This is an optimization exercise on Yosys and OpenROAD, whose aim is small area and a short achievable clock period, not a production implementation. Only simulation tests tie the RTL to the original design; equivalence was not proved. Power figures rest on the tool's default switching activity, not on a simulated workload.

==> job 6908: inputs <==
Design encoder_3c1s_18x18, start of the top module:
module encoder_3c1s_18x18(datain, clock, codeout);
    input wire [219:0] datain;
    input wire clock;
    output wire [239:0] codeout;
    TNS_encoder_12 ecoder01( .datain(datain[10:0]), .clock(clock), .codeout(codeout[11:0]) );
    TNS_encoder_12 ecoder02( .datain(datain[21:11]), .clock(clock), .codeout(codeout[23:12]) );
    TNS_encoder_12 ecoder03( .datain(datain[32:22]), .clock(clock), .codeout(codeout[35:24]) );
    TNS_encoder_12 ecoder04( .datain(datain[43:33]), .clock(clock), .codeout(codeout[47:36]) );
    TNS_encoder_12 ecoder05( .datain(datain[54:44]), .clock(clock), .codeout(codeout[59:48]) );
    TNS_encoder_12 ecoder06( .datain(datain[65:55]), .clock(clock), .codeout(codeout[71:60]) );
    TNS_encoder_12 ecoder07( .datain(datain[76:66]), .clock(clock), .codeout(codeout[83:72]) );
    TNS_encoder_12 ecoder08( .datain(datain[87:77]), .clock(clock), .codeout(codeout[95:84]) );
    TNS_encoder_12 ecoder09( .datain(datain[98:88]), .clock(clock), .codeout(codeout[107:96]) );
    TNS_encoder_12 ecoder10( .datain(datain[109:99]), .clock(clock), .codeout(codeout[119:108]) );
    TNS_encoder_12 ecoder11( .datain(datain[120:110]), .clock(clock), .codeout(codeout[131:120]) );
  ...
clock: 12.0 ns
lec_check: 0
cap_margin: 20
core_margin: 2
core_utilization: 40
slew_margin: 20
standard.sh (not shown) runs the stock make flow with config.mk's settings and CLKGATE_MAP_FILE= SYNTH_SCRIPT=/design/flow/synth_recipe.tcl, a recipe that flattens the netlist after the stock synthesis.
==> flow/flow/run.sh <==
#!/bin/bash
# Own layout flow: the standard synthesis, then the combinational logic between the
# registers is re-mapped with a stronger ABC script (registers, their names and cell types are
# kept as the standard synthesis made them), then the standard layout from floorplan on.
set -euo pipefail
W=$(pwd)
R=$W/orfs/results/$FLOW_PLATFORM/encoder_3c1s_18x18/base
YOSYS=yosys
[ -x "$FLOW_HOME/../tools/install/yosys/bin/yosys" ] && YOSYS=$FLOW_HOME/../tools/install/yosys/bin/yosys
LIB=$FLOW_HOME/platforms/$FLOW_PLATFORM/lib/sky130_fd_sc_hd__tt_025C_1v80.lib

bash standard.sh synth > std_synth.log 2>&1
cp $R/1_2_yosys.v $W/std_1_2_yosys.v

DU=""
for c in $(sed -n '/^export DONT_USE_CELLS/,/^$/p' $FLOW_HOME/platforms/$FLOW_PLATFORM/config.mk | grep -o 'sky130_fd_sc_hd__[a-z0-9_]*'); do
  DU="$DU -dont_use $c"
done
cat > $W/resyn.ys <<EOT
read_liberty -ignore_miss_func $LIB
blackbox sky130_fd_sc_hd__dfxtp_1
read_verilog $W/std_1_2_yosys.v
hierarchy -top $FLOW_TOP
flatten
opt -purge
abc -script $W/flow/resyn.abc -liberty $LIB $DU -D 12000
opt_clean -purge
hilomap -singleton -hicell sky130_fd_sc_hd__conb_1 HI -locell sky130_fd_sc_hd__conb_1 LO
splitnets
opt_clean -purge
rename -hide w:* x:* %d
stat -liberty $LIB
write_verilog -noattr -nohex -nodec $W/resyn_1_2_yosys.v
EOT
$YOSYS -s $W/resyn.ys > resyn.log 2>&1

# use the re-mapped netlist only if it keeps every register (name and cell type)
regs() { grep -E '^\s*sky130_fd_sc_hd__df' "$1" | awk '{print $1, $2}' | sort; }
if [ -s $W/resyn_1_2_yosys.v ] && [ "$(regs $W/std_1_2_yosys.v)" == "$(regs $W/resyn_1_2_yosys.v)" ]; then
  echo "using re-mapped netlist" > resyn_choice.log
  cp $W/resyn_1_2_yosys.v $R/1_2_yosys.v
  touch $R/1_2_yosys.v
else
  echo "registers differ; keeping the standard netlist" > resyn_choice.log
fi
export BUFFER_PORTS_ARGS="-buffer_cell sky130_fd_sc_hd__buf_2"
bash standard.sh > layout.log 2>&1
==> flow/flow/resyn.abc <==
strash; dc2; dch -f; if -K 6 -a; mfs2; strash; dc2; dch -f; if -K 6 -a; mfs2; strash; dc2; dch -f; map; topo; stime -c; buffer -c; upsize -c; dnsize -c
==> inputs of job 1084, as changes to job 6908 <==
--- a/flow/flow/run.sh
+++ b/flow/flow/run.sh
@@ -45,3 +45,2 @@
 fi
-export BUFFER_PORTS_ARGS="-buffer_cell sky130_fd_sc_hd__buf_2"
 bash standard.sh > layout.log 2>&1
==> results.txt <==
Between job 1084 and job 6908, the lower clock power is in job 6908 (gap about 10%, measured against job 6908). Between job 1084 and job 6908, the lower first-iteration DRC count is in job 1084 (gap 13%, measured against job 6908). Synthesized cell count is the same in job 1084 and job 6908. Of job 6908 and job 1084, job 1084 has the higher clock-buffer cell count (gap 4). Between job 1084 and job 6908, the lower global-route usage is in job 6908 (gap 0.83 points). In synthesized area, job 1084 and job 6908 do not differ. Against job 6908, the critical path depth of job 1084 is higher by 3.
==> figures <==
quantity	job 1084	job 6908
Total GRT Usage	25.63%	24.80%
Routed length per placed instance	15.70 um	15.28 um
Clk pwr	1190 uW	1070 uW
Post-route clock period utilization	44.21%	38.42%
Final area over synthesized area	1.1963x	1.1276x
Result of the run	no timing/DRC/antenna violations	no timing/DRC/antenna violations
First-pass iteration count of the detailed router	8	7
Switching power of the nets	2599 uW	2539 uW
Non-Filler Cell Area, Final	42810 um2	40360 um2
Cell seen most often among critical-path stages	sky130_fd_sc_hd__nand3_1	sky130_fd_sc_hd__a21oi_1
Fmax	188.5 MHz	216.9 MHz
Power density over cell area	134.8 nW/um2	131.1 nW/um2
Slew at the pin with the worst max-slew slack	0.9506 ns	0.7830 ns
Non-clock buffer share of cell area	10.77%	5.724%
Final-layout worst hold slack	0.5266 ns	0.5082 ns

-- port drivers added, routing unchanged --
Ports are ideal in the flow. The routed layouts listed here were re-timed in OpenROAD. Step 1 (the two cells are an assumption about what drives the block):
set clk [get_ports {clock}]
set_driving_cell -lib_cell sky130_fd_sc_hd__clkbuf_16 $clk
set_driving_cell -lib_cell sky130_fd_sc_hd__buf_2 [delete_from_list [all_inputs] $clk]
Step 2 moves the port delays by t, midway between the first and last clock arrival at a register: inputs arrive t later, outputs are due t later. That takes back most of the time a late clock gives input paths. Slacks: ideal / step 1 / step 2; pairs: ideal / step 1.
run	t (ns)	setup slack, ns	worst setup path after step 2	worst slew at a driven data input, ns	cell pins on the clock port's net
job 6908	0.654	7.389 / 7.426 / 6.772	input to register	0.13	1
job 1084	0.677	6.695 / 6.727 / 6.050	input to register	0.13	1
After both steps every run listed still meets setup and hold. The setup slack of job 1084, which loses most, moves by +0.032 ns with the drivers and by -0.645 ns with both steps.
